Context: an optimization exercise on an open-source flow, tuned for small area, a short achievable clock period and few clock cycles. The choices shown serve that exercise and are no tape-out recipe. In this exercise RTL edits were held to simulation tests only and were not proved equivalent to the original. Power figures rest on the tool's default switching activity, not on a simulated workload.

Design top, start of the top module:
module top(
input clk,
input reset,
input start,
input signed [1:0] wrdata,
input signed [15:0] b12_wrdata,
input signed [15:0] b23_wrdata,
input [4:0] wr_b12addr,
input [8:0] wraddr,
input [3:0] wr_b23addr,
input we_data,
input we_b12,
input b23_we,
output [12:0] w12_rdaddr,
input signed [15:0] w12_rddata,
output [7:0] w23_rdaddr,
input signed [15:0] w23_rddata,
output reg done,
output reg [9:0] onehot_enc
);
genvar gi;
integer j, k;
reg wv_img, wv_b12, wv_b23;
reg [7:0] wa;
reg [15:0] wd;
always @(posedge clk) begin
  wv_img <= we_data;
  wv_b12 <= we_b12;
  wv_b23 <= b23_we;
  wa <= we_data ? wraddr[7:0] : (we_b12 ? {3'b0, wr_b12addr[0], wr_b12addr[4:1]} : {4'b0, wr_b23addr});
  wd <= we_data ? {{14{wrdata[1]}}, wrdata} : (we_b12 ? b12_wrdata : b23_wrdata);
end
wire [511:0] imgv;
reg [15:0] b12e [0:9];    
reg [15:0] b12o [0:9];
generate for (gi = 0; gi < 256; gi = gi + 1) begin : g_img
  reg [1:0] px;
  always @(posedge clk)
    if (wv_img && wa == gi) px <= wd[1:0];
  assign imgv[2*gi+1:2*gi] = px;
end endgenerate
function [3:0] enc16(input [15:0] oh);
  integer q;
  begin
    enc16 = 4'd0;
  ...
clock: 10.0 ns
lec_check: 0
cap_margin: 20
core_margin: 2
core_utilization: 55
cts_buf_list: sky130_fd_sc_hd__clkbuf_16
cts_cluster_diameter: 90
cts_cluster_size: 26
place_density: 0.6
slew_margin: 20
standard.sh (not shown) runs the stock make flow with config.mk's settings and CLKGATE_MAP_FILE= SYNTH_SCRIPT=/design/flow/synth_recipe.tcl, a recipe that flattens the netlist after the stock synthesis.
==> flow/flow/run.sh <==
#!/bin/bash
set -euo pipefail
MARGIN=6.7
sed "s/ CLKGATE_MAP_FILE= / CLKGATE_MAP_FILE= SETUP_SLACK_MARGIN=$MARGIN /" standard.sh > standard_margin.sh
grep -q "SETUP_SLACK_MARGIN=$MARGIN" standard_margin.sh
bash standard_margin.sh > standard_margin.log 2>&1
The starting point completed without violations.
Testbench counts at the start, summed over its fixed seeds: cycles 98,484.
Edit:
==> flow/flow/run.sh (replaced) <==
#!/bin/bash
set -euo pipefail
MARGIN=6.3
sed "s/ CLKGATE_MAP_FILE= / CLKGATE_MAP_FILE= SETUP_SLACK_MARGIN=$MARGIN /" standard.sh > standard_margin.sh
grep -q "SETUP_SLACK_MARGIN=$MARGIN" standard_margin.sh
bash standard_margin.sh > standard_margin.log 2>&1
Effect: Area after synthesis is unchanged; sequential share of layout area went up by 0.57 points; setup slack is worse by 370 ps; combinational power barely changes.


Starting RTL as in the previous note.
Settings: LEC_CHECK=0, CAP_MARGIN=20, CORE_MARGIN=2, CORE_UTILIZATION=50, CTS_BUF_LIST=sky130_fd_sc_hd__clkbuf_16, CTS_CLUSTER_DIAMETER=90, CTS_CLUSTER_SIZE=28, PLACE_DENSITY=0.55, SLEW_MARGIN=20; clock period 10.0 ns.
==> flow/flow/run.sh <==
#!/bin/bash
set -euo pipefail
MARGIN=7.0
sed "s/ CLKGATE_MAP_FILE= / CLKGATE_MAP_FILE= SETUP_SLACK_MARGIN=$MARGIN /" standard.sh > standard_margin.sh
grep -q "SETUP_SLACK_MARGIN=$MARGIN" standard_margin.sh
bash standard_margin.sh > standard_margin.log 2>&1
The first run finished clean.
Testbench counts at the start, summed over its fixed seeds: cycles 98,484.
Change:
--- a/flow/flow/run.sh
+++ b/flow/flow/run.sh
@@ -3 +3 @@
-MARGIN=7.0
+MARGIN=6.5
Setup slack gets worse by 0.10 ns; hold slack gets worse by 0.017 ns; fmax came out lower by 3.1%; non-clock buffer count came out lower by 108; final area came out lower by 3.0%; global-route usage came out lower by 1.2 points.


Setup of v5:
top, a different RTL version from the one above (not shown whole).
Size in the first run: about 1600 flip-flops, roughly 61000 µm² of cells after synthesis.
==> flow/design.v (excerpt) <==
module top(
input clk,
input reset,
input start,
input signed [1:0] wrdata,
input signed [15:0] b12_wrdata,
input signed [15:0] b23_wrdata,
input [4:0] wr_b12addr,
input [8:0] wraddr,
input [3:0] wr_b23addr,
input we_data,
input we_b12,
input b23_we,
output [12:0] w12_rdaddr,
input signed [15:0] w12_rddata,
output [7:0] w23_rdaddr,
input signed [15:0] w23_rddata,
output reg done,
output reg [9:0] onehot_enc
);
export LEC_CHECK = 0
export CAP_MARGIN = 20
export CORE_MARGIN = 2
export CORE_UTILIZATION = 40
export CTS_BUF_LIST = sky130_fd_sc_hd__clkbuf_16
export CTS_CLUSTER_DIAMETER = 90
export CTS_CLUSTER_SIZE = 26
export PLACE_DENSITY = 0.45
export SLEW_MARGIN = 20
create_clock -name core_clock -period 10.0 [get_ports {clk}]
==> flow/flow/run.sh <==
#!/bin/bash
set -euo pipefail
MARGIN=6.5
sed "s/ CLKGATE_MAP_FILE= / CLKGATE_MAP_FILE= SETUP_SLACK_MARGIN=$MARGIN /" standard.sh > standard_margin.sh
grep -q "SETUP_SLACK_MARGIN=$MARGIN" standard_margin.sh
bash standard_margin.sh > standard_margin.log 2>&1
v5 | stages: all done | timing, DRC, antenna: all pass
Testbench counts of v5, summed over its fixed seeds: cycles 98,484.
#### Input delta (v20 over v5)
Settings: PLACE_DENSITY: 0.45 -> 0.6; CORE_UTILIZATION: 40 -> 55.
Notes after the runs:
- v5 reports its critical setup path kind as reg -> out while v20 reports reg -> reg.
- Relative to v5, routed wire length decreased by 10% in v20.
- Re number of resized instances in the post-cts repair step: v20 and v5 aren't equal, and the higher value belongs to v20.
- Compared with v5, v20 shows global placement routability congestion higher by about 10%.
- v20 ends up with a post-placement worst setup slack that is 200 ps lower than in v5.
- Changes observed in v20 relative to v5: sequential logic power barely changed; non-clock buffer count climbed 4.
- Sort v20 and v5 by largest stage delay on the critical path, descending, and v20 comes first.
- Die span in x for v20: 15% down relative to v5
- Count of nets after finishing: v5 vs v20 — no meaningful difference

## re-timing with driven ports
In the flow no input, the clock included, has a driving cell. The finished layouts below were timed again as built, in two steps.
Step 1 assumes that a clkbuf_16 drives the clock port and a buf_2 every other input.
Step 2 times the ports against the registers' clock, not the clock port: input delays grow and output delays shrink by t, the midpoint of the rising clock arrivals with the driver on.
Three values: ideal, step 1, step 2; two values: the first two.
run | t, ns | slack for setup (ns) | worst data-port slew with drivers (ns)
the first run of note 1 | 0.733 | 6.751 / 6.677 / 6.116 | 0.12
the second run of note 1 | 0.756 | 6.384 / 6.313 / 5.986 | 0.05
the first run of note 2 | 0.753 | 6.758 / 6.680 / 6.379 | 0.10
the second run of note 2 | 0.755 | 6.655 / 6.580 / 6.143 | 0.05
v5 | 0.772 | 6.613 / 6.533 / 6.321 | 0.09
v20 | 0.740 | 6.631 / 6.559 / 6.428 | 0.05
After both steps every run listed still meets setup and hold. For the first run of note 1, which loses most, drivers alone change the setup slack by -0.074 ns; drivers and shift together by -0.635 ns.
